Context: an optimization exercise on an open-source flow, tuned for small area, a short achievable clock period and few clock cycles per item. The choices shown serve that exercise and are no tape-out recipe. Only simulation tests tie the RTL to the original design; equivalence was not proved.

$ cat flow/config.mk
export PLATFORM = sky130hd
export DESIGN_NAME = calc
export DESIGN_NICKNAME = calc
export VERILOG_FILES = /design/flow/design.v
export SDC_FILE = /design/flow/constraint.sdc
export NUM_CORES = 4
export LEC_CHECK = 0
export CAP_MARGIN = 20
export CORE_MARGIN = 2
export CORE_UTILIZATION = 40
export SLEW_MARGIN = 20
$ cat flow/constraint.sdc
create_clock -name core_clock -period 38.0 [get_ports {clk}]
set_input_delay 7.6000 -clock core_clock [delete_from_list [all_inputs] [get_ports {clk}]]
set_output_delay 7.6000 -clock core_clock [all_outputs]
set_load 0.01 [all_outputs]
$ cat flow/design.v
module calc (
                  input [7:0]  inpA ,
                  input [7:0]  inpB ,
                  input [01:0] inpOpType ,
                  output[15:0] outC  ,
                  input        iValid ,
                  output       iStall ,
                  input        oStall ,
                  output       oValid ,
                  input        clk ,
                  input        rstn
                  ) ;
   reg         v0, v1, vo, vs ;
   reg         nvo, nvs ;
   reg  [7:0]  a0, b0 ;
   reg  [1:0]  op0 ;
   reg         dv1 ;           
   reg  [19:0] r1 ;
   reg  [15:0] ro, rs ;
   wire        frz  = ~nvs ;
   wire        take = ~oStall | nvo ;
   genvar i ;
   wire        sub  = op0[0] ;
   wire [8:0]  as   = {1'b0, a0} + {1'b0, b0 ^ {8{sub}}} + {8'd0, sub} ;
   wire        ov   = as[8] ^ sub ;           
   wire [15:0] r_as = {{7{ov & sub}}, ov, as[7:0]} ;
   wire [15:0] r_mul ;
   wire m_pp0_0 = a0[0] & b0[0];
   wire m_pp0_1 = a0[0] & b0[1];
   wire m_pp0_2 = a0[0] & b0[2];
   wire m_pp0_3 = a0[0] & b0[3];
   wire m_pp0_4 = a0[0] & b0[4];
   wire m_pp0_5 = a0[0] & b0[5];
   wire m_pp0_6 = a0[0] & b0[6];
   wire m_pp0_7 = a0[0] & b0[7];
   wire m_pp1_0 = a0[1] & b0[0];
   wire m_pp1_1 = a0[1] & b0[1];
   wire m_pp1_2 = a0[1] & b0[2];
   wire m_pp1_3 = a0[1] & b0[3];
   wire m_pp1_4 = a0[1] & b0[4];
   wire m_pp1_5 = a0[1] & b0[5];
   wire m_pp1_6 = a0[1] & b0[6];
   wire m_pp1_7 = a0[1] & b0[7];
   wire m_pp2_0 = a0[2] & b0[0];
   wire m_pp2_1 = a0[2] & b0[1];
   wire m_pp2_2 = a0[2] & b0[2];
   wire m_pp2_3 = a0[2] & b0[3];
   wire m_pp2_4 = a0[2] & b0[4];
   wire m_pp2_5 = a0[2] & b0[5];
   wire m_pp2_6 = a0[2] & b0[6];
   wire m_pp2_7 = a0[2] & b0[7];
   wire m_pp3_0 = a0[3] & b0[0];
   wire m_pp3_1 = a0[3] & b0[1];
   wire m_pp3_2 = a0[3] & b0[2];
   wire m_pp3_3 = a0[3] & b0[3];
   wire m_pp3_4 = a0[3] & b0[4];
   wire m_pp3_5 = a0[3] & b0[5];
   wire m_pp3_6 = a0[3] & b0[6];
   wire m_pp3_7 = a0[3] & b0[7];
   wire m_pp4_0 = a0[4] & b0[0];
   wire m_pp4_1 = a0[4] & b0[1];
   wire m_pp4_2 = a0[4] & b0[2];
   wire m_pp4_3 = a0[4] & b0[3];
   wire m_pp4_4 = a0[4] & b0[4];
   wire m_pp4_5 = a0[4] & b0[5];
   wire m_pp4_6 = a0[4] & b0[6];
   wire m_pp4_7 = a0[4] & b0[7];
   wire m_pp5_0 = a0[5] & b0[0];
   wire m_pp5_1 = a0[5] & b0[1];
   wire m_pp5_2 = a0[5] & b0[2];
   wire m_pp5_3 = a0[5] & b0[3];
   wire m_pp5_4 = a0[5] & b0[4];
   wire m_pp5_5 = a0[5] & b0[5];
   wire m_pp5_6 = a0[5] & b0[6];
   wire m_pp5_7 = a0[5] & b0[7];
   wire m_pp6_0 = a0[6] & b0[0];
   wire m_pp6_1 = a0[6] & b0[1];
   wire m_pp6_2 = a0[6] & b0[2];
   wire m_pp6_3 = a0[6] & b0[3];
   wire m_pp6_4 = a0[6] & b0[4];
   wire m_pp6_5 = a0[6] & b0[5];
   wire m_pp6_6 = a0[6] & b0[6];
   wire m_pp6_7 = a0[6] & b0[7];
   wire m_pp7_0 = a0[7] & b0[0];
   wire m_pp7_1 = a0[7] & b0[1];
   wire m_pp7_2 = a0[7] & b0[2];
   wire m_pp7_3 = a0[7] & b0[3];
   wire m_pp7_4 = a0[7] & b0[4];
   wire m_pp7_5 = a0[7] & b0[5];
   wire m_pp7_6 = a0[7] & b0[6];
   wire m_pp7_7 = a0[7] & b0[7];
   wire m_w1 = m_pp0_6 ^ m_pp1_5;
   wire m_w2 = m_pp0_6 & m_pp1_5;
   wire m_w3 = m_pp0_7 ^ m_pp1_6 ^ m_pp2_5;
   wire m_w4 = (m_pp0_7 & m_pp1_6) | (m_pp0_7 & m_pp2_5) | (m_pp1_6 & m_pp2_5);
   wire m_w5 = m_pp3_4 ^ m_pp4_3;
   wire m_w6 = m_pp3_4 & m_pp4_3;
   wire m_w7 = m_pp1_7 ^ m_pp2_6 ^ m_pp3_5;
   wire m_w8 = (m_pp1_7 & m_pp2_6) | (m_pp1_7 & m_pp3_5) | (m_pp2_6 & m_pp3_5);
   wire m_w9 = m_pp4_4 ^ m_pp5_3;
   wire m_w10 = m_pp4_4 & m_pp5_3;
   wire m_w11 = m_pp2_7 ^ m_pp3_6 ^ m_pp4_5;
   wire m_w12 = (m_pp2_7 & m_pp3_6) | (m_pp2_7 & m_pp4_5) | (m_pp3_6 & m_pp4_5);
   wire m_w13 = m_pp0_4 ^ m_pp1_3;
   wire m_w14 = m_pp0_4 & m_pp1_3;
   wire m_w15 = m_pp0_5 ^ m_pp1_4 ^ m_pp2_3;
   wire m_w16 = (m_pp0_5 & m_pp1_4) | (m_pp0_5 & m_pp2_3) | (m_pp1_4 & m_pp2_3);
   wire m_w17 = m_pp3_2 ^ m_pp4_1;
   wire m_w18 = m_pp3_2 & m_pp4_1;
   wire m_w19 = m_w1 ^ m_pp2_4 ^ m_pp3_3;
   wire m_w20 = (m_w1 & m_pp2_4) | (m_w1 & m_pp3_3) | (m_pp2_4 & m_pp3_3);
   wire m_w21 = m_pp4_2 ^ m_pp5_1 ^ m_pp6_0;
   wire m_w22 = (m_pp4_2 & m_pp5_1) | (m_pp4_2 & m_pp6_0) | (m_pp5_1 & m_pp6_0);
   wire m_w23 = m_w3 ^ m_w5 ^ m_pp5_2;
   wire m_w24 = (m_w3 & m_w5) | (m_w3 & m_pp5_2) | (m_w5 & m_pp5_2);
   wire m_w25 = m_pp6_1 ^ m_pp7_0 ^ m_w2;
   wire m_w26 = (m_pp6_1 & m_pp7_0) | (m_pp6_1 & m_w2) | (m_pp7_0 & m_w2);
   wire m_w27 = m_w7 ^ m_w9 ^ m_pp6_2;
   wire m_w28 = (m_w7 & m_w9) | (m_w7 & m_pp6_2) | (m_w9 & m_pp6_2);
   wire m_w29 = m_pp7_1 ^ m_w4 ^ m_w6;
   wire m_w30 = (m_pp7_1 & m_w4) | (m_pp7_1 & m_w6) | (m_w4 & m_w6);
   wire m_w31 = m_w11 ^ m_pp5_4 ^ m_pp6_3;
   wire m_w32 = (m_w11 & m_pp5_4) | (m_w11 & m_pp6_3) | (m_pp5_4 & m_pp6_3);
   wire m_w33 = m_pp7_2 ^ m_w8 ^ m_w10;
   wire m_w34 = (m_pp7_2 & m_w8) | (m_pp7_2 & m_w10) | (m_w8 & m_w10);
   wire m_w35 = m_pp3_7 ^ m_pp4_6 ^ m_pp5_5;
   wire m_w36 = (m_pp3_7 & m_pp4_6) | (m_pp3_7 & m_pp5_5) | (m_pp4_6 & m_pp5_5);
   wire m_w37 = m_pp6_4 ^ m_pp7_3 ^ m_w12;
   wire m_w38 = (m_pp6_4 & m_pp7_3) | (m_pp6_4 & m_w12) | (m_pp7_3 & m_w12);
   wire m_w39 = m_pp4_7 ^ m_pp5_6 ^ m_pp6_5;
   wire m_w40 = (m_pp4_7 & m_pp5_6) | (m_pp4_7 & m_pp6_5) | (m_pp5_6 & m_pp6_5);
   wire m_w41 = m_pp0_3 ^ m_pp1_2;
   wire m_w42 = m_pp0_3 & m_pp1_2;
   wire m_w43 = m_w13 ^ m_pp2_2 ^ m_pp3_1;
   wire m_w44 = (m_w13 & m_pp2_2) | (m_w13 & m_pp3_1) | (m_pp2_2 & m_pp3_1);
   wire m_w45 = m_w15 ^ m_w17 ^ m_pp5_0;
   wire m_w46 = (m_w15 & m_w17) | (m_w15 & m_pp5_0) | (m_w17 & m_pp5_0);
   wire m_w47 = m_w19 ^ m_w21 ^ m_w16;
   wire m_w48 = (m_w19 & m_w21) | (m_w19 & m_w16) | (m_w21 & m_w16);
   wire m_w49 = m_w23 ^ m_w25 ^ m_w20;
   wire m_w50 = (m_w23 & m_w25) | (m_w23 & m_w20) | (m_w25 & m_w20);
   wire m_w51 = m_w27 ^ m_w29 ^ m_w24;
   wire m_w52 = (m_w27 & m_w29) | (m_w27 & m_w24) | (m_w29 & m_w24);
   wire m_w53 = m_w31 ^ m_w33 ^ m_w28;
   wire m_w54 = (m_w31 & m_w33) | (m_w31 & m_w28) | (m_w33 & m_w28);
   wire m_w55 = m_w35 ^ m_w37 ^ m_w32;
   wire m_w56 = (m_w35 & m_w37) | (m_w35 & m_w32) | (m_w37 & m_w32);
   wire m_w57 = m_w39 ^ m_pp7_4 ^ m_w36;
   wire m_w58 = (m_w39 & m_pp7_4) | (m_w39 & m_w36) | (m_pp7_4 & m_w36);
   wire m_w59 = m_pp5_7 ^ m_pp6_6 ^ m_pp7_5;
   wire m_w60 = (m_pp5_7 & m_pp6_6) | (m_pp5_7 & m_pp7_5) | (m_pp6_6 & m_pp7_5);
   wire m_w61 = m_pp0_2 ^ m_pp1_1;
   wire m_w62 = m_pp0_2 & m_pp1_1;
   wire m_w63 = m_w41 ^ m_pp2_1 ^ m_pp3_0;
   wire m_w64 = (m_w41 & m_pp2_1) | (m_w41 & m_pp3_0) | (m_pp2_1 & m_pp3_0);
   wire m_w65 = m_w43 ^ m_pp4_0 ^ m_w42;
   wire m_w66 = (m_w43 & m_pp4_0) | (m_w43 & m_w42) | (m_pp4_0 & m_w42);
   wire m_w67 = m_w45 ^ m_w14 ^ m_w44;
   wire m_w68 = (m_w45 & m_w14) | (m_w45 & m_w44) | (m_w14 & m_w44);
   wire m_w69 = m_w47 ^ m_w18 ^ m_w46;
   wire m_w70 = (m_w47 & m_w18) | (m_w47 & m_w46) | (m_w18 & m_w46);
   wire m_w71 = m_w49 ^ m_w22 ^ m_w48;
   wire m_w72 = (m_w49 & m_w22) | (m_w49 & m_w48) | (m_w22 & m_w48);
   wire m_w73 = m_w51 ^ m_w26 ^ m_w50;
   wire m_w74 = (m_w51 & m_w26) | (m_w51 & m_w50) | (m_w26 & m_w50);
   wire m_w75 = m_w53 ^ m_w30 ^ m_w52;
   wire m_w76 = (m_w53 & m_w30) | (m_w53 & m_w52) | (m_w30 & m_w52);
   wire m_w77 = m_w55 ^ m_w34 ^ m_w54;
   wire m_w78 = (m_w55 & m_w34) | (m_w55 & m_w54) | (m_w34 & m_w54);
   wire m_w79 = m_w57 ^ m_w38 ^ m_w56;
   wire m_w80 = (m_w57 & m_w38) | (m_w57 & m_w56) | (m_w38 & m_w56);
   wire m_w81 = m_w59 ^ m_w40 ^ m_w58;
   wire m_w82 = (m_w59 & m_w40) | (m_w59 & m_w58) | (m_w40 & m_w58);
   wire m_w83 = m_pp6_7 ^ m_pp7_6 ^ m_w60;
   wire m_w84 = (m_pp6_7 & m_pp7_6) | (m_pp6_7 & m_w60) | (m_pp7_6 & m_w60);
   wire m_w85 = m_pp0_1 ^ m_pp1_0;
   wire m_w86 = m_pp0_1 & m_pp1_0;
   wire m_w87 = m_w61 ^ m_pp2_0 ^ m_w86;
   wire m_w88 = (m_w61 & m_pp2_0) | (m_w61 & m_w86) | (m_pp2_0 & m_w86);
   wire m_w89 = m_w63 ^ m_w62 ^ m_w88;
   wire m_w90 = (m_w63 & m_w62) | (m_w63 & m_w88) | (m_w62 & m_w88);
   wire m_w91 = m_w65 ^ m_w64 ^ m_w90;
   wire m_w92 = (m_w65 & m_w64) | (m_w65 & m_w90) | (m_w64 & m_w90);
   wire m_w93 = m_w67 ^ m_w66 ^ m_w92;
   wire m_w94 = (m_w67 & m_w66) | (m_w67 & m_w92) | (m_w66 & m_w92);
   wire m_w95 = m_w69 ^ m_w68 ^ m_w94;
   wire m_w96 = (m_w69 & m_w68) | (m_w69 & m_w94) | (m_w68 & m_w94);
   wire m_w97 = m_w71 ^ m_w70 ^ m_w96;
   wire m_w98 = (m_w71 & m_w70) | (m_w71 & m_w96) | (m_w70 & m_w96);
   wire m_w99 = m_w73 ^ m_w72 ^ m_w98;
   wire m_w100 = (m_w73 & m_w72) | (m_w73 & m_w98) | (m_w72 & m_w98);
   wire m_w101 = m_w75 ^ m_w74 ^ m_w100;
   wire m_w102 = (m_w75 & m_w74) | (m_w75 & m_w100) | (m_w74 & m_w100);
   wire m_w103 = m_w77 ^ m_w76 ^ m_w102;
   wire m_w104 = (m_w77 & m_w76) | (m_w77 & m_w102) | (m_w76 & m_w102);
   wire m_w105 = m_w79 ^ m_w78 ^ m_w104;
   wire m_w106 = (m_w79 & m_w78) | (m_w79 & m_w104) | (m_w78 & m_w104);
   wire m_w107 = m_w81 ^ m_w80 ^ m_w106;
   wire m_w108 = (m_w81 & m_w80) | (m_w81 & m_w106) | (m_w80 & m_w106);
   wire m_w109 = m_w83 ^ m_w82 ^ m_w108;
   wire m_w110 = (m_w83 & m_w82) | (m_w83 & m_w108) | (m_w82 & m_w108);
   wire m_w111 = m_pp7_7 ^ m_w84 ^ m_w110;
   wire m_w112 = (m_pp7_7 & m_w84) | (m_pp7_7 & m_w110) | (m_w84 & m_w110);
   wire m_w113 = 1'b0 ^ m_w112;
   wire m_w114 = 1'b0 & m_w112;
   assign r_mul = {m_w113,m_w111,m_w109,m_w107,m_w105,m_w103,m_w101,m_w99,m_w97,m_w95,m_w93,m_w91,m_w89,m_w87,m_w85,m_pp0_0};
   wire [7:0]  qh ;
   wire [7:0]  remh [4:8] ;
   assign remh[8] = 8'd0 ;
   generate
     for (i = 7; i >= 4; i = i - 1) begin : g_dh
       wire [8:0] t  = {1'b0, remh[i+1][6:0], a0[i]} ;
       wire [8:0] d  = t - {1'b0, b0} ;
       wire       ge = ~d[8] ;
       wire [7:0] rn = ge ? d[7:0] : t[7:0] ;
       assign qh[i]   = ge ;
       assign remh[i] = {{i{1'b0}}, rn[7-i:0]} ;
     end
   endgenerate
   wire        dv0  = op0[1] & op0[0] ;
   wire [19:0] r1_n = dv0 ? {b0, qh[7:4], remh[4][3:0], a0[3:0]}
                          : {4'd0, (op0[1] ? r_mul : r_as)} ;
   wire [7:0]  b1 = r1[19:12] ;
   wire [7:0]  ql ;
   wire [7:0]  reml [0:4] ;
   assign reml[4] = {4'd0, r1[7:4]} ;
   generate
     for (i = 3; i >= 0; i = i - 1) begin : g_dl
       wire [8:0] t  = {1'b0, reml[i+1][6:0], r1[i]} ;
       wire [8:0] d  = t - {1'b0, b1} ;
       wire       ge = ~d[8] ;
       wire [7:0] rn = ge ? d[7:0] : t[7:0] ;
       assign ql[i]   = ge ;
       if (i > 0) begin : g_m
         assign reml[i] = {{i{1'b0}}, rn[7-i:0]} ;
       end else begin : g_l
         assign reml[i] = rn ;
       end
     end
   endgenerate
   wire [15:0] res = dv1 ? ((b1 == 8'd0) ? 16'd0 : {8'd0, r1[11:8], ql[3:0]})
                         : r1[15:0] ;
   reg         vo_n, vs_n ;
   always @* begin
     vo_n = ~nvo ;
     vs_n = frz ;
     if (take) begin
       if (frz) begin
         vo_n = 1'b1 ;
         vs_n = 1'b0 ;
       end
       else vo_n = v1 ;
     end
     else if (!frz) vs_n = v1 ;
   end
always @(posedge clk or negedge rstn) begin
  if (!rstn) begin
    v0  <= 1'b0 ;
    v1  <= 1'b0 ;
    vo  <= 1'b0 ;
    vs  <= 1'b0 ;
    nvo <= 1'b1 ;
    nvs <= 1'b1 ;
  end
  else begin
    if (!frz) begin
      v0 <= iValid ;
      v1 <= v0 ;
    end
    vo  <= vo_n ;
    vs  <= vs_n ;
    nvo <= ~vo_n ;
    nvs <= ~vs_n ;
  end
end
always @(posedge clk) begin
  if (!frz) begin
    a0  <= inpA ;
    b0  <= inpB ;
    op0 <= inpOpType ;
    dv1 <= dv0 ;
    r1  <= r1_n ;
  end
  if (take) ro <= frz ? rs : res ;
  if (!frz) rs <= res ;
end
assign iStall = vs ;
assign oValid = vo ;
assign outC   = ro ;
endmodule
$ cat flow/flow/run.sh
#!/bin/bash
# The standard layout (standard.sh), with one change: the buffers that the
# flow puts on every input and output port are buf_2 cells instead of the
# flow's default choice (clkdlybuf4s50_1, a delay cell). Each tool's output
# is in the ORFS logs under orfs/logs; make's own output is in standard.log.
set -euo pipefail
bash standard.sh BUFFER_PORTS_ARGS="-buffer_cell sky130_fd_sc_hd__buf_2" finish > standard.log 2>&1
$ cat flow/standard.sh
#!/bin/bash
# synth_recipe.tcl (not shown) runs the flow's synth.tcl, then flattens the netlist and writes it again
# the make line also repeats each setting of config.mk as NAME=value (left out here)
make -C /OpenROAD-flow-scripts/flow DESIGN_CONFIG=/design/flow/config.mk WORK_HOME=/design/flow/orfs CLKGATE_MAP_FILE= SYNTH_SCRIPT=/design/flow/synth_recipe.tcl "${@:-finish}"
==> flow_summary.json, run 1 <==
{
  "status": "no timing/DRC/antenna violations",
  "cts_buffer_depth": 2,
  "final-hold-violation-count": 0,
  "start_util_pct": 40.58,
  "fin_crit_sh_pct": 22.22,
  "fin_ws_ps": 29560,
  "fin_setup_tns_ps": 0,
  "report.final.slew_viol_count": 0,
  "antenna_found_initial": 0,
  "yosys-top-cells-count": "102 x inv_1, 55 x edfxtp_1, 55 x fa_1, 53 x ha_1, 39 x nand2_1",
  "die_area_um2": 17030,
  "final_layout_size_suffix_gt1_share_pct": 12.05,
  "clk_root_buffer_cell": "clkbuf_16",
  "cp.required_ps": 30400,
  "grt_max_degree": 67,
  "die_w_um": 130.5,
  "critical_path.cell_chain": "buf_2",
  "multiInputGateArea_um2": 3806,
  "final_nets": 789,
  "setup_violations": 0,
  "cts-hold-fix-buffers": 0,
  "worstMarginPinSlew_ps": 976.1,
  "worst_setup_path_end_kind": "primary output",
  "synth_cell_types": 55,
  "postCtsSetupRepairBufs": 0,
  "avgSynthCellArea_um2": 10.19,
  "cts_tree": "built",
  "syn_nets": 758,
  "slowest_stage": "edfxtp_1",
  "synth_top_flop_cell": "edfxtp_1",
  "area_growth_pct": 10.34,
  "synthArstFlopShare_pct": 7.792,
  "coreArea_um2": 15770,
  "drt_iter0_drc": 213,
  "antenna_left": 0,
  "synth_area_leader_cell": "edfxtp_1",
  "path_clk_slew_ps": 60,
  "synth_edf_count": 55,
  "crit_buf_inv": 1,
  "synth_area_um2": 6400,
  "timing.rr.start": "b0[3]",
  "cp-startpoint": "ro[13]",
  "hp-class": "reg2reg",
  "num_io_pins": 40,
  "numCtsBuffers": 9,
  "clk_latency_ps": 340,
  "grt_use_total_pct": 17.12,
  "netlist.area_leader.share_pct": 25.81,
  "critPathMaxFanout": 1,
  "ctsResizeCount": 0,
  "diodes": 0,
  "ys_warn_count": 1,
  "fmax_mhz": 118.4,
  "gp_congestion": 0.8650,
  "grt_pass1_wl_mm": 22.46,
  "path_delay_family": "flip-flops",
  "worstHoldStart": "rs[11]",
  "grt_pass1_vias": 4698,
  "overflow": 0,
  "slew_headroom_pct": 34.93,
  "drt_wl_total_mm": 13.32,
  "post-route-min-period_ps": 8445,
  "clock_skew_ps": 9.590,
  "yosysMostFrequentCell": "inv_1",
  "dr_total_vias": 4406,
  "regArea_um2": 2125,
  "synth_cells": 628,
  "post-place-ws_ps": 29360,
  "critical-path-max-stage-delay_ps": 360,
  "ys_seq_area_share_pct": 33.20,
  "first_pass_iters": 4,
  "cts_sinks": 77,
  "hpwl_mm": 10.15,
  "path_class": "reg2out",
  "ys_ff_latch": 77,
  "grt_setup_unrepaired": "no",
  "rows": 46,
  "avgViaCountPerCell": 5.007,
  "drt-wirelength-per-cell_um": 15.13,
  "maxCapViolCount": 0,
  "portBuffers": 39,
  "fillCellCount": 1537,
  "die_y_um": 130.5,
  "synth_area_leaders": "edfxtp_1 26%, fa_1 17%, ha_1 10%",
  "htreeDepth": 3,
  "drc": 0,
  "crit_path_start_kind": "register",
  "crit_arrival_ps": 840
}
## sequential cells by signal, summed over array words and instances (netlist names)
| name | flops |
|---|---|
| v1 | 1 |
| op0 | 2 |
| v0 | 1 |
| a0 | 8 |
| dv1 | 1 |
| nvs | 1 |
| r1 | 20 |
| vo | 1 |
| rs | 16 |
| vs | 1 |
| nvo | 1 |
| b0 | 8 |
| ro | 16 |
## layout make-up
class	count	share of cell area, %
sequential	77	30.09
clock buffer	10	3.242
timing repair buffer	41	2.977
clock inverter	6	0.5493
multi-input combinational	428	53.90
inverter	102	5.422
tap	216	3.827
## metal layers
layer / wire length, um / GRT usage, %
met2: 6605 / 30.64
met5: 0 / 0
met4: 246 / 5.507
met1: 6020 / 20.82
met3: 442 / 3.339
## through the flow
stage	util [%]	hold WS, ps	cells	area (um^2)
detailed placement	43.08	471.9	864	6794
floorplan	-	438.7	628	6400
CTS	44.78	483.6	880	7062
global placement	43.08	457.3	864	6794
finish	44.78	474.1	880	7062
global route	44.78	502.7	880	7062
## kinds of logic (layout without fill, tap and decap cells)
logic type                 Yosys count  after routing  synth area share (%)
DFF                                 77             77                 33.20
adders and majority gates          108            108                 27.57
AOI/OAI and AO/OA                  123            123                 12.08
and+or+nand+nor                    149            149                 12.43
xor gates and xnor gates            19             19                 2.600
muxes                               29             29                 4.790
buffers and inverters              123            159                 7.331
## worst paths after layout
check,endpoint,slack (ps),depth (start not counted)
max,outC[13],29560,1
min in group asynchronous,vs,7070,1
min reg2reg,rs[11],470,2
max in group asynchronous,nvo,30710,1
min,rs[11],470,2
max reg2reg,r1[14],30940,23
## placed cells by master (no fill, tap or decap), types with 3 or more instances in the layout
cell type / synthesis / layout
o21a_1: 7 / 7
o21ai_0: 36 / 36
clkbuf_16: 0 / 9
edfxtp_1: 55 / 55
nor3_1: 5 / 5
inv_1: 102 / 102
dfrtp_1: 4 / 4
dfxtp_1: 16 / 16
xor2_1: 10 / 10
clkinv_2: 0 / 3
nand2b_1: 4 / 4
mux2_2: 12 / 12
a31oi_1: 5 / 5
a211oi_1: 3 / 3
nor2_1: 30 / 30
xnor2_1: 9 / 9
a221o_1: 5 / 5
nand2_1: 39 / 39
and2_1: 36 / 36
a21oi_1: 36 / 36
a21o_1: 7 / 7
mux2i_1: 16 / 16
ha_1: 53 / 53
o211ai_1: 5 / 5
nor2b_1: 14 / 14
buf_2: 0 / 39
fa_1: 55 / 55
o31a_1: 4 / 4
and3_1: 5 / 5
Testbench counts, summed over its fixed seeds: cycles 12,024, items 12,000.
==> inputs of run 2 (changes only) <==
--- a/flow/config.mk
+++ b/flow/config.mk
@@ -8,4 +8,5 @@
 export CAP_MARGIN = 20
 export CORE_MARGIN = 2
 export CORE_UTILIZATION = 40
+export CTS_BUF_LIST = sky130_fd_sc_hd__clkbuf_8
 export SLEW_MARGIN = 20
==> run 2 against run 1 <==
Net effect:
- still clean on timing, DRC and antenna
- sequential cell count stayed put
- clock skew up 5.3 ps
- maximum frequency decreased by 0.42%
- via count fell by 0.82%
- clock-buffer cell count shrank 1
- non-clock buffer count is the same
- sequential share of layout area is 0.44 points higher
- cell area fell by 1.4%
- wire length decreased by 0.40%
- setup slack lost 36 ps
- utilization fell by 0.64 points
- critical path type unchanged
- largest cell class unchanged
==> flow_summary.json, run 2 <==
{
  "layoutNonFillerInstCount": 880,
  "synth_area_leader_cell": "edfxtp_1",
  "numCtsBuffers": 9,
  "cp.required_ps": 30400,
  "cp-startpoint": "ro[13]",
  "layout_commonest_cell": "inv_1",
  "synth_mux_area_share_pct": 4.790,
  "synth_cells": 628,
  "overflow": 0,
  "layout_common_cells": "103 x inv_1, 55 x fa_1, 55 x edfxtp_1",
  "htreeDepth": 3,
  "place_inst": 864,
  "drt_iter0_drc": 203,
  "critical_path.cell_chain": "buf_2",
  "final_util_pct": 44.14,
  "antenna_found_initial": 0,
  "critical-path-max-stage-delay_ps": 370,
  "synth-adder-area-share_pct": 27.57,
  "fin_ws_ps": 29520,
  "fmax_mhz": 117.9,
  "fin_crit_sh_pct": 22.32,
  "largest_register_ffs": 20,
  "slowest_stage": "edfxtp_1",
  "crit_arrival_ps": 880,
  "final_nets": 789,
  "report.final.slew_viol_count": 0,
  "r2r_slack_ps": 30930,
  "ys_ff_latch": 77,
  "cts-hold-fix-buffers": 0,
  "rows": 46,
  "yosys-top-cells-count": "102 x inv_1, 55 x edfxtp_1, 55 x fa_1, 53 x ha_1, 39 x nand2_1",
  "coreArea_um2": 15770,
  "area_growth_pct": 8.759,
  "grt_pass1_wl_mm": 22.34,
  "grt_pass1_vias": 4640,
  "worst_setup_path_end_kind": "primary output",
  "final_layout_size_suffix_gt1_share_pct": 12.05,
  "synthArstFlopShare_pct": 7.792,
  "post-place-ws_ps": 29360,
  "gp_congestion": 0.8650,
  "cts_buffer_depth": 2,
  "portBuffers": 39,
  "ctsResizeCount": 0,
  "hp-class": "reg2reg",
  "drt_wl_total_mm": 13.26,
  "syn_nets": 758,
  "slew_headroom_pct": 35.92,
  "dr_total_vias": 4370,
  "synth_xor_area_share_pct": 2.600,
  "postCtsSetupRepairBufs": 0,
  "status": "no timing/DRC/antenna violations",
  "clk_latency_ps": 370,
  "post-route-min-period_ps": 8481,
  "ys_seq_area_share_pct": 33.20,
  "hpwl_mm": 10.15,
  "grt_max_degree": 67,
  "clock_skew_ps": 14.88,
  "die_area_um2": 17030,
  "antenna_left": 0,
  "cp-endpoint": "outC[13]",
  "num_io_pins": 40,
  "drc": 0,
  "maxCapViolCount": 0,
  "cts_tree": "built",
  "yosysMostFrequentCell": "inv_1",
  "synth_area_um2": 6400,
  "crit_buf_inv": 1,
  "avgSynthCellArea_um2": 10.19,
  "setup_violations": 0,
  "grt_setup_unrepaired": "no",
  "grt_use_total_pct": 17.04,
  "drt-wirelength-per-cell_um": 15.07,
  "reg2reg_depth": 23,
  "synth_top_flop_cell": "edfxtp_1",
  "ys_warn_count": 1,
  "diodes": 0,
  "path_delay_family": "flip-flops",
  "max_flop_register": "r1",
  "synth_top_family_by_area": "adder cells",
  "die_y_um": 130.5,
  "clk_root_buffer_cell": "clkbuf_8",
  "reg_top3": "r1: 20 flops, ro: 16 flops, rs: 16 flops",
  "timing.rr.end": "r1[14]",
  "path_class": "reg2out",
  "synth-simple-area-share_pct": 12.43,
  "cts_sinks": 77,
  "crit_cells": 1,
  "synth_cell_types": 55,
  "worstMarginPinSlew_ps": 961.3,
  "crit_path_start_kind": "register",
  "path_clk_slew_ps": 90,
  "start_util_pct": 40.58,
  "fillCellCount": 1548,
  "synth_compound_area_share_pct": 12.08,
  "critPathMaxFanout": 1,
  "netlist.area_leader.share_pct": 25.81,
  "die_w_um": 130.5,
  "timing.rr.start": "b0[3]",
  "final-hold-violation-count": 0,
  "fin_setup_tns_ps": 0,
  "synth_area_leaders": "edfxtp_1 26%, fa_1 17%, ha_1 10%",
  "first_pass_iters": 4,
  "avgViaCountPerCell": 4.966,
  "synth_edf_count": 55
}
==> run 2: kinds of logic after synthesis <==
group | after synthesis
adders and majority gates | 108
AOI/OAI and AO/OA | 123
buffers and inverters | 123
and+or+nand+nor | 149
muxes | 29
DFF | 77
xor gates and xnor gates | 19
==> run 2: how the worst min path moves through the flow <==
| stage | startpoint | end | slack [ps] | cells after the start |
|---|---|---|---|---|
| finish | rs[11] | rs[11] | 480 | 2 |
| global route | rs[11] | rs[11] | 510 | 2 |
| CTS | rs[12] | rs[12] | 490 | 2 |
| detailed placement | rs[15] | rs[15] | 470 | 2 |
| global placement | rs[13] | rs[13] | 460 | 2 |
| floorplan | rs[10] | rs[10] | 440 | 2 |
==> run 2: area by class of cell <==
| class | instances | area (um^2) | area share (%) |
|---|---|---|---|
| Sequential cell | 77 | 2125 | 30.52 |
| Clock buffer | 9 | 123.9 | 1.780 |
| Clock inverter | 7 | 42.54 | 0.6112 |
| Multi-Input combinational cell | 428 | 3806 | 54.68 |
| Timing Repair Buffer | 41 | 210.2 | 3.020 |
| Tap cell | 216 | 270.3 | 3.883 |
| Inverter | 102 | 382.9 | 5.501 |
==> run 2: metal layers <==
layer / GRT usage, % / up-vias / part of all wire, %
met1: 20.84 / 2124 / 46
met3: 3.379 / 13 / 2.9
met4: 4.881 / 0 / 1.3
met2: 30.61 / 66 / 50
met5: 0 / - / 0
li1: - / 2167 / -
==> run 2: through the flow <==
| stage | hold slack, ps | cell area [um^2] |
|---|---|---|
| finish | 478.2 | 6960 |
| global route | 507.4 | 6960 |
| CTS | 487.6 | 6960 |
| detailed placement | 471.9 | 6794 |
| global placement | 457.3 | 6794 |
| floorplan | 438.7 | 6400 |
==> inputs of run 3 (changes only) <==
==> flow/run.sh (new file) <==
#!/bin/bash
# synth_recipe.tcl (not shown) runs the flow's synth.tcl, then flattens the netlist and writes it again
# the make line also repeats each setting of config.mk as NAME=value (left out here)
make -C /OpenROAD-flow-scripts/flow DESIGN_CONFIG=/design/flow/config.mk WORK_HOME=/design/flow/orfs CLKGATE_MAP_FILE= SYNTH_SCRIPT=/design/flow/synth_recipe.tcl finish
--- a/flow/config.mk
+++ b/flow/config.mk
@@ -8,5 +8,4 @@
 export CAP_MARGIN = 20
 export CORE_MARGIN = 2
 export CORE_UTILIZATION = 40
-export CTS_BUF_LIST = sky130_fd_sc_hd__clkbuf_8
 export SLEW_MARGIN = 20
removed: flow/flow/run.sh
removed: flow/standard.sh
==> run 3 against run 2 <==
Net effect:
- still clean on timing, DRC and antenna
- sequential share of layout area shrank 1.4 points
- clock-buffer cell count is the same
- setup slack lost 320 ps
- critical path type unchanged
- critical endpoint is now outC[4]
- largest cell class unchanged
- highest routed layer unchanged
==> flow_summary.json, run 3 <==
{
  "hold_path_end": "rs[15]",
  "reg2reg_depth": 23,
  "slowest_stage": "clkdlybuf4s50_1",
  "critical-path-max-stage-delay_ps": 540,
  "synthArstFlopShare_pct": 7.792,
  "fin_setup_tns_ps": 0,
  "diodes": 0,
  "start_util_pct": 40.58,
  "area_growth_pct": 13.96,
  "post-route-min-period_ps": 8805,
  "syn_nets": 758,
  "hp-class": "reg2reg",
  "fin_crit_sh_pct": 23.17,
  "cts_sinks": 77,
  "netlist.area_leader.share_pct": 25.81,
  "synth_area_leaders": "edfxtp_1 26%, fa_1 17%, ha_1 10%",
  "ys_seq_area_share_pct": 33.20,
  "grt_use_total_pct": 16.65,
  "final_layout_size_suffix_gt1_share_pct": 6.325,
  "status": "no timing/DRC/antenna violations",
  "crit_arrival_ps": 1210,
  "path_clk_slew_ps": 60,
  "timing.rr.start": "b0[3]",
  "reg_top3": "r1: 20 flops, ro: 16 flops, rs: 16 flops",
  "avgSynthCellArea_um2": 10.19,
  "synth_edf_count": 55,
  "first_pass_iters": 4,
  "critPathMaxFanout": 1,
  "ys_warn_count": 1,
  "crit_path_start_kind": "register",
  "worstMarginPinSlew_ps": 932.3,
  "grt_pass1_vias": 4483,
  "slew_headroom_pct": 37.85,
  "hold_path_depth": 2,
  "setup_violations": 0,
  "maxCapViolCount": 0,
  "worst_setup_path_end_kind": "primary output",
  "r2r_slack_ps": 30950,
  "final_nets": 789,
  "crit_buf_inv": 1,
  "dr_total_vias": 4409,
  "drt-wirelength-per-cell_um": 14.93,
  "overflow": 0,
  "portBuffers": 39,
  "yosys-top-cells-count": "102 x inv_1, 55 x edfxtp_1, 55 x fa_1, 53 x ha_1, 39 x nand2_1",
  "layout_commonest_cell": "inv_1",
  "antenna_found_initial": 0,
  "grt_pass1_wl_mm": 21.91,
  "coreArea_um2": 15770,
  "cts_tree": "built",
  "cts-hold-fix-buffers": 0,
  "yosysMostFrequentCell": "inv_1",
  "path_class": "reg2out",
  "rows": 46,
  "antenna_left": 0,
  "postCtsSetupRepairBufs": 0,
  "grt_max_degree": 67,
  "num_io_pins": 40,
  "fmax_mhz": 113.6,
  "cp.required_ps": 30400,
  "gp_congestion": 0.8578,
  "largest_register_ffs": 20,
  "clock_skew_ps": 12.31,
  "die_area_um2": 17030,
  "drt_wl_total_mm": 13.14,
  "ys_ff_latch": 77,
  "report.final.slew_viol_count": 0,
  "cts_buffer_depth": 2,
  "htreeDepth": 3,
  "place_area_um2": 6989,
  "clk_root_buffer_cell": "clkbuf_16",
  "layout_common_cells": "102 x inv_1, 55 x fa_1, 55 x edfxtp_1",
  "synth_cell_types": 55,
  "synth_area_um2": 6400,
  "grt_setup_unrepaired": "no",
  "holdWs_ps": 468.1,
  "worstHoldStart": "rs[15]",
  "hpwl_mm": 10.10,
  "ctsResizeCount": 0,
  "timing.rr.end": "r1[14]",
  "die_w_um": 130.5,
  "max_flop_register": "r1",
  "clk_latency_ps": 340,
  "critical_path.cell_chain": "clkdlybuf4s50_1",
  "avgViaCountPerCell": 5.010,
  "synth_area_leader_cell": "edfxtp_1",
  "drt_iter0_drc": 275,
  "synth_top_flop_cell": "edfxtp_1",
  "die_y_um": 130.5,
  "drc": 0,
  "synth_cells": 628,
  "path_delay_family": "buffers and inverters",
  "final-hold-violation-count": 0,
  "final_cell_area_um2": 7293,
  "numCtsBuffers": 9
}
==> run 3: cell count changes in the layout (fill, tap and decap cells not counted), sizes merged <==
cell and delta:
clkinvlp +1, inv +2, bufinv +1, buf -39, clkinv -4, clkdlybuf4s50 +39
==> run 3: stage by stage <==
step / instances / setup slack, ps / utilization [%]
after floorplan: 628 / 29570 / -
after global placement: 864 / 29070 / 44.32
after detailed placement: 864 / 29020 / 44.32
after CTS: 880 / 29180 / 46.25
after global routing: 880 / 29140 / 46.25
final: 880 / 29190 / 46.25
==> run 3: cell families (layout without fill, tap and decap cells) <==
group                    count (synthesis)  in the layout  synth area share [%]
AND/OR/NAND/NOR                        149            149                 12.43
flip-flops                              77             77                 33.20
AO/OA/AOI/OAI                          123            123                 12.08
buffers and inverters                  123            159                 7.331
adder cells (fa/ha/maj)                108            108                 27.57
multiplexers                            29             29                 4.790
XOR/XNOR                                19             19                 2.600
==> run 3: worst max path at each step <==
stage                      start       to  cells past startpoint
after floorplan           oStall    ro[0]                      2
after detailed placement  oStall    ro[1]                      3
after global routing       ro[5]  outC[5]                      1
final                      ro[4]  outC[4]                      1
after CTS                  ro[4]  outC[4]                      1
after global placement    oStall    ro[0]                      3
==> run 3: area by class of cell <==
class	instances	area [um^2]
multi-input combinational	428	3806
clock buffer	9	225.2
inverter	102	382.9
clock inverter	7	78.83
timing repair buffer	41	405.4
fill	1528	8477
sequential	77	2125
tap	216	270.3
==> run 3: routing by layer <==
layer	vias up	global-route usage [%]	part of all wire [%]
met5	-	0	0
met4	0	4.506	1.9
met3	16	2.932	2.7
met2	84	28.71	48
met1	2140	21.74	47
li1	2169	-	-
==> inputs of run 4 (changes only) <==
--- a/flow/design.v
+++ b/flow/design.v
@@ -17,9 +17,8 @@
    reg         dv1 ;           
    reg  [19:0] r1 ;
    reg  [15:0] ro, rs ;
-   wire        frz  = ~nvs ;
-   wire        take = ~oStall | nvo ;
-   genvar i ;
+   wire        frz  = ~nvs ;              
+   wire        take = ~oStall | nvo ;     
    wire        sub  = op0[0] ;
    wire [8:0]  as   = {1'b0, a0} + {1'b0, b0 ^ {8{sub}}} + {8'd0, sub} ;
    wire        ov   = as[8] ^ sub ;           
@@ -204,41 +203,122 @@
    wire m_w113 = 1'b0 ^ m_w112;
    wire m_w114 = 1'b0 & m_w112;
    assign r_mul = {m_w113,m_w111,m_w109,m_w107,m_w105,m_w103,m_w101,m_w99,m_w97,m_w95,m_w93,m_w91,m_w89,m_w87,m_w85,m_pp0_0};
-   wire [7:0]  qh ;
-   wire [7:0]  remh [4:8] ;
-   assign remh[8] = 8'd0 ;
-   generate
-     for (i = 7; i >= 4; i = i - 1) begin : g_dh
-       wire [8:0] t  = {1'b0, remh[i+1][6:0], a0[i]} ;
-       wire [8:0] d  = t - {1'b0, b0} ;
-       wire       ge = ~d[8] ;
-       wire [7:0] rn = ge ? d[7:0] : t[7:0] ;
-       assign qh[i]   = ge ;
-       assign remh[i] = {{i{1'b0}}, rn[7-i:0]} ;
-     end
-   endgenerate
+   wire dhhz1 = ~|b0[7:1] ;
+   wire dhhz2 = ~|b0[7:2] ;
+   wire dhhz3 = ~|b0[7:3] ;
+   wire dhhz4 = ~|b0[7:4] ;
+   wire dhhz5 = ~|b0[7:5] ;
+   wire dhhz6 = ~|b0[7:6] ;
+   wire dhhz7 = ~|b0[7:7] ;
+   wire dhhz8 = 1'b1 ;
+   wire dh7_hz = dhhz1 ;
+   wire [1:0] dh7_br ;
+   wire [0:0] dh7_d ;
+   assign dh7_br[0] = 1'b0 ;
+   assign dh7_d[0] = a0[7] ^ b0[0] ^ dh7_br[0] ;
+   assign dh7_br[1] = (~a0[7] & b0[0]) | (~(a0[7] ^ b0[0]) & dh7_br[0]) ;
+   wire dh7_q = dh7_hz & ~dh7_br[1] ;
+   wire dh7_r0 = dh7_q ? dh7_d[0] : a0[7] ;
+   wire dh6_hz = dhhz2 ;
+   wire [2:0] dh6_br ;
+   wire [1:0] dh6_d ;
+   assign dh6_br[0] = 1'b0 ;
+   assign dh6_d[0] = a0[6] ^ b0[0] ^ dh6_br[0] ;
+   assign dh6_br[1] = (~a0[6] & b0[0]) | (~(a0[6] ^ b0[0]) & dh6_br[0]) ;
+   assign dh6_d[1] = dh7_r0 ^ b0[1] ^ dh6_br[1] ;
+   assign dh6_br[2] = (~dh7_r0 & b0[1]) | (~(dh7_r0 ^ b0[1]) & dh6_br[1]) ;
+   wire dh6_q = dh6_hz & ~dh6_br[2] ;
+   wire dh6_r0 = dh6_q ? dh6_d[0] : a0[6] ;
+   wire dh6_r1 = dh6_q ? dh6_d[1] : dh7_r0 ;
+   wire dh5_hz = dhhz3 ;
+   wire [3:0] dh5_br ;
+   wire [2:0] dh5_d ;
+   assign dh5_br[0] = 1'b0 ;
+   assign dh5_d[0] = a0[5] ^ b0[0] ^ dh5_br[0] ;
+   assign dh5_br[1] = (~a0[5] & b0[0]) | (~(a0[5] ^ b0[0]) & dh5_br[0]) ;
+   assign dh5_d[1] = dh6_r0 ^ b0[1] ^ dh5_br[1] ;
+   assign dh5_br[2] = (~dh6_r0 & b0[1]) | (~(dh6_r0 ^ b0[1]) & dh5_br[1]) ;
+   assign dh5_d[2] = dh6_r1 ^ b0[2] ^ dh5_br[2] ;
+   assign dh5_br[3] = (~dh6_r1 & b0[2]) | (~(dh6_r1 ^ b0[2]) & dh5_br[2]) ;
+   wire dh5_q = dh5_hz & ~dh5_br[3] ;
+   wire dh5_r0 = dh5_q ? dh5_d[0] : a0[5] ;
+   wire dh5_r1 = dh5_q ? dh5_d[1] : dh6_r0 ;
+   wire dh5_r2 = dh5_q ? dh5_d[2] : dh6_r1 ;
+   wire dh4_hz = dhhz4 ;
+   wire [4:0] dh4_br ;
+   wire [3:0] dh4_d ;
+   assign dh4_br[0] = 1'b0 ;
+   assign dh4_d[0] = a0[4] ^ b0[0] ^ dh4_br[0] ;
+   assign dh4_br[1] = (~a0[4] & b0[0]) | (~(a0[4] ^ b0[0]) & dh4_br[0]) ;
+   assign dh4_d[1] = dh5_r0 ^ b0[1] ^ dh4_br[1] ;
+   assign dh4_br[2] = (~dh5_r0 & b0[1]) | (~(dh5_r0 ^ b0[1]) & dh4_br[1]) ;
+   assign dh4_d[2] = dh5_r1 ^ b0[2] ^ dh4_br[2] ;
+   assign dh4_br[3] = (~dh5_r1 & b0[2]) | (~(dh5_r1 ^ b0[2]) & dh4_br[2]) ;
+   assign dh4_d[3] = dh5_r2 ^ b0[3] ^ dh4_br[3] ;
+   assign dh4_br[4] = (~dh5_r2 & b0[3]) | (~(dh5_r2 ^ b0[3]) & dh4_br[3]) ;
+   wire dh4_q = dh4_hz & ~dh4_br[4] ;
+   wire dh4_r0 = dh4_q ? dh4_d[0] : a0[4] ;
+   wire dh4_r1 = dh4_q ? dh4_d[1] : dh5_r0 ;
+   wire dh4_r2 = dh4_q ? dh4_d[2] : dh5_r1 ;
+   wire dh4_r3 = dh4_q ? dh4_d[3] : dh5_r2 ;
+   wire [19:0] dstate = {b0, {dh7_q, dh6_q, dh5_q, dh4_q}, {dh4_r3, dh4_r2, dh4_r1, dh4_r0}, a0[3:0]} ;
    wire        dv0  = op0[1] & op0[0] ;
-   wire [19:0] r1_n = dv0 ? {b0, qh[7:4], remh[4][3:0], a0[3:0]}
-                          : {4'd0, (op0[1] ? r_mul : r_as)} ;
+   wire [19:0] r1_n = dv0 ? dstate : {{4{1'b0}}, (op0[1] ? r_mul : r_as)} ;
    wire [7:0]  b1 = r1[19:12] ;
-   wire [7:0]  ql ;
-   wire [7:0]  reml [0:4] ;
-   assign reml[4] = {4'd0, r1[7:4]} ;
-   generate
-     for (i = 3; i >= 0; i = i - 1) begin : g_dl
-       wire [8:0] t  = {1'b0, reml[i+1][6:0], r1[i]} ;
-       wire [8:0] d  = t - {1'b0, b1} ;
-       wire       ge = ~d[8] ;
-       wire [7:0] rn = ge ? d[7:0] : t[7:0] ;
-       assign ql[i]   = ge ;
-       if (i > 0) begin : g_m
-         assign reml[i] = {{i{1'b0}}, rn[7-i:0]} ;
-       end else begin : g_l
-         assign reml[i] = rn ;
-       end
-     end
-   endgenerate
-   wire [15:0] res = dv1 ? ((b1 == 8'd0) ? 16'd0 : {8'd0, r1[11:8], ql[3:0]})
+   wire dlhz1 = ~|b1[7:1] ;
+   wire dlhz2 = ~|b1[7:2] ;
+   wire dlhz3 = ~|b1[7:3] ;
+   wire dlhz4 = ~|b1[7:4] ;
+   wire dlhz5 = ~|b1[7:5] ;
+   wire dlhz6 = ~|b1[7:6] ;
+   wire dlhz7 = ~|b1[7:7] ;
+   wire dlhz8 = 1'b1 ;
+   wire dl3_hz = dlhz5 ;
+   wire [5:0] dl3_br ;
+   wire [4:0] dl3_d ;
+   assign dl3_br[0] = 1'b0 ;
+   assign dl3_d[0] = r1[3] ^ b1[0] ^ dl3_br[0] ;
+   assign dl3_br[1] = (~r1[3] & b1[0]) | (~(r1[3] ^ b1[0]) & dl3_br[0]) ;
+   assign dl3_d[1] = r1[4] ^ b1[1] ^ dl3_br[1] ;
+   assign dl3_br[2] = (~r1[4] & b1[1]) | (~(r1[4] ^ b1[1]) & dl3_br[1]) ;
+   assign dl3_d[2] = r1[5] ^ b1[2] ^ dl3_br[2] ;
+   assign dl3_br[3] = (~r1[5] & b1[2]) | (~(r1[5] ^ b1[2]) & dl3_br[2]) ;
+   assign dl3_d[3] = r1[6] ^ b1[3] ^ dl3_br[3] ;
+   assign dl3_br[4] = (~r1[6] & b1[3]) | (~(r1[6] ^ b1[3]) & dl3_br[3]) ;
+   assign dl3_d[4] = r1[7] ^ b1[4] ^ dl3_br[4] ;
+   assign dl3_br[5] = (~r1[7] & b1[4]) | (~(r1[7] ^ b1[4]) & dl3_br[4]) ;
+   wire dl3_q = dl3_hz & ~dl3_br[5] ;
+   wire dl3_r0 = dl3_q ? dl3_d[0] : r1[3] ;
+   wire dl3_r1 = dl3_q ? dl3_d[1] : r1[4] ;
+   wire dl3_r2 = dl3_q ? dl3_d[2] : r1[5] ;
+   wire dl3_r3 = dl3_q ? dl3_d[3] : r1[6] ;
+   wire dl3_r4 = dl3_q ? dl3_d[4] : r1[7] ;
+   wire dl2_hz = dlhz6 ;
+   wire [6:0] dl2_s = {1'b0, {dl3_r4, dl3_r3, dl3_r2, dl3_r1, dl3_r0, r1[2]}} - {1'b0, b1[5:0]} ;
+   wire [5:0] dl2_d = dl2_s[5:0] ;
+   wire dl2_q = dl2_hz & ~dl2_s[6] ;
+   wire dl2_r0 = dl2_q ? dl2_d[0] : r1[2] ;
+   wire dl2_r1 = dl2_q ? dl2_d[1] : dl3_r0 ;
+   wire dl2_r2 = dl2_q ? dl2_d[2] : dl3_r1 ;
+   wire dl2_r3 = dl2_q ? dl2_d[3] : dl3_r2 ;
+   wire dl2_r4 = dl2_q ? dl2_d[4] : dl3_r3 ;
+   wire dl2_r5 = dl2_q ? dl2_d[5] : dl3_r4 ;
+   wire dl1_hz = dlhz7 ;
+   wire [7:0] dl1_s = {1'b0, {dl2_r5, dl2_r4, dl2_r3, dl2_r2, dl2_r1, dl2_r0, r1[1]}} - {1'b0, b1[6:0]} ;
+   wire [6:0] dl1_d = dl1_s[6:0] ;
+   wire dl1_q = dl1_hz & ~dl1_s[7] ;
+   wire dl1_r0 = dl1_q ? dl1_d[0] : r1[1] ;
+   wire dl1_r1 = dl1_q ? dl1_d[1] : dl2_r0 ;
+   wire dl1_r2 = dl1_q ? dl1_d[2] : dl2_r1 ;
+   wire dl1_r3 = dl1_q ? dl1_d[3] : dl2_r2 ;
+   wire dl1_r4 = dl1_q ? dl1_d[4] : dl2_r3 ;
+   wire dl1_r5 = dl1_q ? dl1_d[5] : dl2_r4 ;
+   wire dl1_r6 = dl1_q ? dl1_d[6] : dl2_r5 ;
+   wire dl0_hz = dlhz8 ;
+   wire [8:0] dl0_s = {1'b0, {dl1_r6, dl1_r5, dl1_r4, dl1_r3, dl1_r2, dl1_r1, dl1_r0, r1[0]}} - {1'b0, b1[7:0]} ;
+   wire [7:0] dl0_d = dl0_s[7:0] ;
+   wire dl0_q = dl0_hz & ~dl0_s[8] ;
+   wire [15:0] res = dv1 ? ((b1 == 8'd0) ? 16'd0 : {8'd0, r1[11:8], {dl3_q, dl2_q, dl1_q, dl0_q}})
                          : r1[15:0] ;
    reg         vo_n, vs_n ;
    always @* begin
==> flow/flow/run.sh (new file) <==
#!/bin/bash
# Layout flow: the standard layout (standard.sh) with two changes.
#  1. Synthesis is the standard synthesis run with Yosys's `synth -noabc`, so
#     the full adders written out in the RTL are found by extract_fa before any
#     ABC restructuring (saving the inverters ABC leaves between them). The
#     registers are the standard synthesis's: same cells, and renamed to the
#     standard synthesis's names (rename_regs.py checks that they pair one to
#     one). If they do not pair, the standard synthesis is used as it is.
#  2. The buffers on the input and output ports are buf_2 cells instead of
#     the flow's default choice, a delay cell (clkdlybuf4s50_1).
# Each step's output goes to a log file of its own in this folder; the ORFS
# tools' own logs are under orfs/logs.
set -euo pipefail
R=$(pwd)/orfs/results/sky130hd/calc/base

# the standard synthesis, kept for its register names
bash standard.sh synth > 1_standard_synth.log 2>&1
cp "$R/1_2_yosys.v" std_1_2_yosys.v

# the same synthesis without ABC in Yosys's synth
rm -f "$R/1_2_yosys.v" "$R/1_synth.odb" "$R/1_synth.sdc"
if bash standard.sh SYNTH_ARGS=-noabc "$R/1_2_yosys.v" > 2_noabc_synth.log 2>&1 &&
   python3 flow/rename_regs.py std_1_2_yosys.v "$R/1_2_yosys.v" renamed_1_2_yosys.v > 3_rename.log 2>&1; then
  cp renamed_1_2_yosys.v "$R/1_2_yosys.v"
else
  echo "no-abc synthesis not used" >> 3_rename.log
  cp std_1_2_yosys.v "$R/1_2_yosys.v"
fi
touch "$R/1_2_yosys.v"

bash standard.sh BUFFER_PORTS_ARGS="-buffer_cell sky130_fd_sc_hd__buf_2" SETUP_SLACK_MARGIN=29.55 finish > 4_layout.log 2>&1
==> flow/flow/rename_regs.py (new file) <==
#!/usr/bin/env python3
"""rename_regs.py STD NEW OUT

STD and NEW are two Yosys netlists of the same design, from the standard
synthesis and from the same synthesis with `synth -noabc`. Their registers are
the same but may differ in the suffix Yosys puts after the register's name
(for example ro[0]$_DFFE_PN_ against ro[0]$_DFFE_PP_: the polarity of the
enable, before it was mapped to the library's enable flip-flop). Write NEW to
OUT with each register instance renamed to the standard synthesis's name.
Exit 1, writing nothing, unless every register pairs one to one, with the
same cell type."""
import re, sys

REG = re.compile(r'^\s*(sky130_fd_sc_hd__\w*df\w*)\s+(\\\S+|\S+)\s*\(', re.M)

def regs(text):
    out = {}
    for cell, name in REG.findall(text):
        base = name.lstrip('\\').split('$')[0]
        if base in out:
            raise SystemExit(f"two registers with base name {base}")
        out[base] = (cell, name)
    return out

std_t = open(sys.argv[1]).read()
new_t = open(sys.argv[2]).read()
std, new = regs(std_t), regs(new_t)
if set(std) != set(new):
    sys.exit(f"register sets differ: {sorted(set(std) ^ set(new))[:10]}")
for b in std:
    if std[b][0] != new[b][0]:
        sys.exit(f"cell type differs for {b}: {std[b][0]} {new[b][0]}")
n = 0
def sub(m):
    global n
    cell, name = m.group(1), m.group(2)
    base = name.lstrip('\\').split('$')[0]
    want = std[base][1]
    if want != name:
        n += 1
    return m.group(0).replace(name, want, 1)
out = REG.sub(sub, new_t)
# no name may be used twice
names = [nm for _, nm in REG.findall(out)]
assert len(names) == len(set(names))
open(sys.argv[3], 'w').write(out)
print(f"{len(std)} registers paired, {n} renamed")
==> flow/standard.sh (new file) <==
#!/bin/bash
# synth_recipe.tcl (not shown) runs the flow's synth.tcl, then flattens the netlist and writes it again
# the make line also repeats each setting of config.mk as NAME=value (left out here)
make -C /OpenROAD-flow-scripts/flow DESIGN_CONFIG=/design/flow/config.mk WORK_HOME=/design/flow/orfs CLKGATE_MAP_FILE= SYNTH_SCRIPT=/design/flow/synth_recipe.tcl "${@:-finish}"
--- a/flow/config.mk
+++ b/flow/config.mk
@@ -8,4 +8,5 @@
 export CAP_MARGIN = 20
 export CORE_MARGIN = 2
 export CORE_UTILIZATION = 40
+export CTS_BUF_LIST = sky130_fd_sc_hd__clkbuf_8
 export SLEW_MARGIN = 20
removed: flow/run.sh
==> run 4 against run 3 <==
Net effect:
- clock-buffer cell count stayed put
- critical path depth did not move
- clock skew up 1.9 ps
- maximum frequency increased by 3.6%
- worst hold slack worse by 13 ps
- sequential share of layout area increased by 2.8 points
- first-iteration DRC count is 6.9% higher
==> flow_summary.json, run 4 <==
{
  "portBuffers": 39,
  "drt-wirelength-per-cell_um": 16.15,
  "hpwl_mm": 9.322,
  "status": "no timing/DRC/antenna violations",
  "fin_setup_tns_ps": 0,
  "drc": 0,
  "cts_tree": "built",
  "crit_buf_inv": 1,
  "largest_register_ffs": 20,
  "critPathMaxFanout": 1,
  "grt_setup_unrepaired": "yes",
  "critical-path-max-stage-delay_ps": 370,
  "synth_area_leaders": "edfxtp_1 27%, fa_1 20%, ha_1 9.4%",
  "clock_skew_ps": 14.26,
  "path_delay_family": "flip-flops",
  "final_util_pct": 44.29,
  "synthArstFlopShare_pct": 7.792,
  "num_io_pins": 40,
  "overflow": 0,
  "postCtsSetupRepairBufs": 0,
  "synth_cell_types": 49,
  "gp_congestion": 0.8162,
  "avgSynthCellArea_um2": 11.24,
  "final_layout_size_suffix_gt1_share_pct": 13.28,
  "slew_headroom_pct": 45.80,
  "layout_common_cells": "62 x fa_1, 60 x and2_1, 55 x edfxtp_1",
  "netlist.area_leader.share_pct": 27.10,
  "first_pass_iters": 4,
  "fmax_mhz": 117.7,
  "yosysMostFrequentCell": "fa_1",
  "report.final.slew_viol_count": 0,
  "final_nets": 705,
  "synth_area_leader_cell": "edfxtp_1",
  "place_inst": 752,
  "cts_buffer_depth": 2,
  "coreArea_um2": 15030,
  "drt_wl_total_mm": 12.41,
  "slowest_stage": "edfxtp_1",
  "maxCapViolCount": 0,
  "path_clk_slew_ps": 100,
  "max_flop_register": "r1",
  "ys_ff_latch": 77,
  "drt_iter0_drc": 294,
  "grt_pass1_vias": 4318,
  "cts_sinks": 77,
  "synth_edf_count": 55,
  "crit_path_start_kind": "register",
  "die_area_um2": 16240,
  "die_y_um": 127.4,
  "reg_top3": "r1: 20 flops, ro: 16 flops, rs: 16 flops",
  "antenna_found_initial": 0,
  "yosys-top-cells-count": "62 x fa_1, 60 x and2_1, 55 x edfxtp_1, 46 x ha_1, 38 x inv_1",
  "cts-hold-fix-buffers": 0,
  "setup_violations": 0,
  "cp.required_ps": 30400,
  "grt_use_total_pct": 16.36,
  "place_area_um2": 6467,
  "rows": 45,
  "synth_area_um2": 6095,
  "antenna_left": 0,
  "post-route-min-period_ps": 8497,
  "clk_latency_ps": 370,
  "final_cell_area_um2": 6659,
  "start_util_pct": 40.54,
  "worst_setup_path_end_kind": "primary output",
  "grt_pass1_wl_mm": 21.13,
  "synth_cells": 542,
  "crit_arrival_ps": 900,
  "hp-class": "reg2reg",
  "htreeDepth": 3,
  "critical_path.cell_chain": "buf_2",
  "diodes": 0,
  "dr_total_vias": 4109,
  "area_growth_pct": 9.259,
  "layout_commonest_cell": "fa_1",
  "ys_warn_count": 1,
  "grt_max_degree": 69,
  "clk_root_buffer_cell": "clkbuf_8",
  "layoutNonFillerInstCount": 768,
  "die_w_um": 127.4,
  "avgViaCountPerCell": 5.350,
  "ys_seq_area_share_pct": 34.86,
  "synth_top_flop_cell": "edfxtp_1",
  "worstMarginPinSlew_ps": 807.6,
  "syn_nets": 672,
  "numCtsBuffers": 9,
  "fin_crit_sh_pct": 22.36,
  "path_class": "reg2out",
  "final-hold-violation-count": 0
}
## run 4: worst paths after layout
check | cells after the start | end | slack, ps | startpoint
max | 1 | outC[9] | 29500 | ro[9]
min | 1 | rs[2] | 460 | rs[2]
max reg2reg | 23 | ro[0] | 30050 | r1[12]
min reg2reg | 1 | rs[2] | 460 | rs[2]
max in group asynchronous | 1 | nvo | 30750 | rstn
min in group asynchronous | 1 | vs | 7030 | rstn
## run 4: cell families (layout without fill, tap and decap cells)
kind of cell,Yosys count,in the layout,share of synthesized area (%)
buf+inv,57,95,3.531
compound gates,118,118,12.32
mux,24,24,4.229
simple gates,142,142,12.95
fa+ha+maj,108,108,29.81
xor+xnor,16,16,2.299
flops,77,77,34.86
## run 4: stage by stage
| step | hold slack, ps | setup slack [ps] |
|---|---|---|
| 3_3_place_gp | 442.2 | 29280 |
| 2_1_floorplan | 422.5 | 29570 |
| 5_1_grt | 495.6 | 29460 |
| 6_report | 455.3 | 29500 |
| 4_1_cts | 458.7 | 29480 |
| 3_5_place_dp | 441.0 | 29260 |
## run 4: cell type report
cell class | instances | area, um^2
fill | 1433 | 8374
tap | 188 | 235.2
multi-input combinational | 408 | 3760
timing repair buffer | 41 | 210.2
sequential | 77 | 2125
inverter | 38 | 142.6
clock buffer | 9 | 123.9
clock inverter | 7 | 62.56
## run 4: routing by layer
metal | GRT usage [%] | wire (um) | vias to the layer above
met5 | 0 | 0 | -
met3 | 2.596 | 451 | 20
li1 | - | - | 1968
met2 | 27.81 | 6049 | 82
met4 | 6.206 | 251 | 0
met1 | 21.10 | 5651 | 2039
## run 4: timing repair
| item | in CTS | in global routing |
|---|---|---|
| endpoints found under the setup margin | 18 | 20 |
| endpoints found under the hold margin | 0 | 0 |
| resized for setup | 0 | 1 |
Testbench counts of run 4, summed over its fixed seeds: cycles 12,024, items 12,000.
==> inputs of run 5 (changes only) <==
--- a/flow/flow/run.sh
+++ b/flow/flow/run.sh
@@ -28,4 +28,4 @@
 fi
 touch "$R/1_2_yosys.v"
 
-bash standard.sh BUFFER_PORTS_ARGS="-buffer_cell sky130_fd_sc_hd__buf_2" SETUP_SLACK_MARGIN=29.55 finish > 4_layout.log 2>&1
+bash standard.sh BUFFER_PORTS_ARGS="-buffer_cell sky130_fd_sc_hd__buf_2" finish > 4_layout.log 2>&1
==> run 5 against run 4 <==
Net effect:
- still clean
- area after synthesis unchanged
- clock skew up 0.66 ps
- synthesized cell count unchanged
- utilization about the same
- die area unchanged
- wire length down 0.96%
- first-iteration DRC count down 5.1%
- via count down 0.56%
- sequential share of layout area about the same
- critical path type unchanged
==> flow_summary.json, run 5 <==
{
  "fmax_mhz": 117.7,
  "area_growth_pct": 9.177,
  "netlist.area_leader.share_pct": 27.10,
  "cts_tree": "built",
  "dr.max_layer_used": "met4",
  "fin_crit_sh_pct": 22.36,
  "clock_skew_ps": 14.92,
  "max_flop_register": "r1",
  "layout_commonest_cell": "fa_1",
  "path_class": "reg2out",
  "avgSynthCellArea_um2": 11.24,
  "cts_buffer_depth": 2,
  "report.final.slew_viol_count": 0,
  "cp.required_ps": 30400,
  "ys_warn_count": 1,
  "crit_arrival_ps": 900,
  "grt_use_total_pct": 16.36,
  "die_w_um": 127.4,
  "synth_area_um2": 6095,
  "synth_cell_types": 49,
  "synth_area_leaders": "edfxtp_1 27%, fa_1 20%, ha_1 9.4%",
  "final_cell_area_um2": 6654,
  "place_area_um2": 6467,
  "ys_ff_latch": 77,
  "portBuffers": 39,
  "grt_setup_unrepaired": "no",
  "antenna_left": 0,
  "synthArstFlopShare_pct": 7.792,
  "synth_cells": 542,
  "path_delay_family": "flip-flops",
  "maxCapViolCount": 0,
  "critical-path-max-stage-delay_ps": 370,
  "die_area_um2": 16240,
  "hp-class": "reg2reg",
  "first_pass_iters": 6,
  "slew_headroom_pct": 31.07,
  "hpwl_mm": 9.322,
  "m1WireLength_mm": 5.617,
  "worst_setup_path_end_kind": "primary output",
  "yosys-top-cells-count": "62 x fa_1, 60 x and2_1, 55 x edfxtp_1, 46 x ha_1, 38 x inv_1",
  "drt_wl_total_mm": 12.29,
  "final-hold-violation-count": 0,
  "wl_met3_um": 382,
  "postCtsSetupRepairBufs": 0,
  "avgViaCountPerCell": 5.320,
  "setup_violations": 0,
  "yosysMostFrequentCell": "fa_1",
  "grt_max_degree": 69,
  "num_io_pins": 40,
  "gp_congestion": 0.8162,
  "final_layout_size_suffix_gt1_share_pct": 13.10,
  "critPathMaxFanout": 1,
  "clk_root_buffer_cell": "clkbuf_8",
  "dr_total_vias": 4086,
  "crit_buf_inv": 1,
  "synth_top_flop_cell": "edfxtp_1",
  "synth_edf_count": 55,
  "ys_seq_area_share_pct": 34.86,
  "rows": 45,
  "overflow": 0,
  "fin_setup_tns_ps": 0,
  "slowest_stage": "edfxtp_1",
  "die_y_um": 127.4,
  "layout_common_cells": "62 x fa_1, 60 x and2_1, 55 x edfxtp_1",
  "critical_path.cell_chain": "buf_2",
  "drt_iter0_drc": 279,
  "worstMarginPinSlew_ps": 1025,
  "path_clk_slew_ps": 100,
  "syn_nets": 672,
  "crit_path_start_kind": "register",
  "wl_met2_mm": 6.057,
  "numCtsBuffers": 9,
  "htreeDepth": 3,
  "reg_top3": "r1: 20 flops, ro: 16 flops, rs: 16 flops",
  "largest_register_ffs": 20,
  "cts-hold-fix-buffers": 0,
  "diodes": 0,
  "start_util_pct": 40.54,
  "drt-wirelength-per-cell_um": 16.00,
  "cts_sinks": 77,
  "grt_pass1_wl_mm": 21.13,
  "coreArea_um2": 15030,
  "post-route-min-period_ps": 8497,
  "clk_latency_ps": 370,
  "antenna_found_initial": 0,
  "grt_pass1_vias": 4318,
  "synth_area_leader_cell": "edfxtp_1",
  "ctsResizeCount": 0,
  "drc": 0,
  "final_nets": 705,
  "status": "no timing/DRC/antenna violations"
}
==> run 5: cell counts after synthesis <==
Identical to the previous run, type by type.
==> run 5: worst paths after layout <==
path / start / to / slack [ps] / cells after the start
min in group asynchronous: rstn / vs / 7030 / 1
setup reg to reg: r1[12] / ro[0] / 29800 / 23
hold reg to reg: rs[2] / rs[2] / 460 / 1
setup / recovery: ro[9] / outC[9] / 29500 / 1
hold / removal: rs[2] / rs[2] / 460 / 1
max in group asynchronous: rstn / nvo / 30750 / 1
==> run 5: metal layers <==
metal	vias to the layer above	global-route usage [%]
li1	1971	-
met1	2019	21.10
met2	80	27.81
met3	16	2.596
met4	0	6.206
met5	-	0
==> run 5: cell families after synthesis <==
| group | share of synthesized area [%] |
|---|---|
| AO/OA/AOI/OAI | 12.32 |
| adder cells (fa/ha/maj) | 29.81 |
| buffers and inverters | 3.531 |
| flip-flops | 34.86 |
| multiplexers | 4.229 |
| AND/OR/NAND/NOR | 12.95 |
| XOR/XNOR | 2.299 |
==> run 5: metrics by stage <==
step	setup WS (ps)	hold slack, ps	utilization [%]	std cells
2_1_floorplan	29570	422.5	-	542
3_3_place_gp	29280	442.2	43.02	752
3_5_place_dp	29260	441.0	43.02	752
4_1_cts	29480	458.7	44.26	768
5_1_grt	29280	495.6	44.26	768
6_report	29500	455.2	44.26	768
==> run 5: cell type report <==
class	count	area (um^2)
Fill cell	1433	8379
Tap cell	188	235.2
Sequential cell	77	2125
Inverter	38	142.6
Clock inverter	7	62.56
Clock buffer	9	123.9
Timing Repair Buffer	41	210.2
Multi-Input combinational cell	408	3755

[what the ideal ports hide]
How much do the figures lean on ideal ports? The routed layouts below were timed once more, with nothing changed but the port constraints.
Step 1 (the two cells are an assumption about what drives the block):
set clk [get_ports {clk}]
set_driving_cell -lib_cell sky130_fd_sc_hd__clkbuf_16 $clk
set_driving_cell -lib_cell sky130_fd_sc_hd__buf_2 [delete_from_list [all_inputs] $clk]
Step 2 moves the port delays by t, midway between the first and last clock arrival at a register: inputs arrive t later, outputs are due t later. That takes back most of the time a late clock gives input paths.
Slacks: no drivers / after step 1 / after step 2; pairs: no drivers / after step 1.
run | shift t [ns] | setup WS [ns] | worst hold slack (ns) | worst register clock-pin slew, ns | worst data-port slew with drivers (ns)
run 1 | 0.376 | 29.555 / 29.517 / 29.373 | 0.474 / 0.474 / 0.474 | 0.06 / 0.06 | 0.03
run 2 | 0.396 | 29.519 / 29.485 / 29.375 | 0.478 / 0.478 / 0.478 | 0.09 / 0.09 | 0.03
run 3 | 0.372 | 29.195 / 29.157 / 29.039 | 0.468 / 0.468 / 0.468 | 0.07 / 0.07 | 0.03
run 4 | 0.408 | 29.503 / 29.464 / 29.267 | 0.455 / 0.455 / 0.455 | 0.10 / 0.10 | 0.03
run 5 | 0.408 | 29.503 / 29.463 / 29.272 | 0.455 / 0.455 / 0.455 | 0.10 / 0.10 | 0.03
After both steps setup and hold are still met in every run listed. For run 4, which loses most, drivers alone change the setup slack by -0.039 ns; drivers and shift together by -0.236 ns.
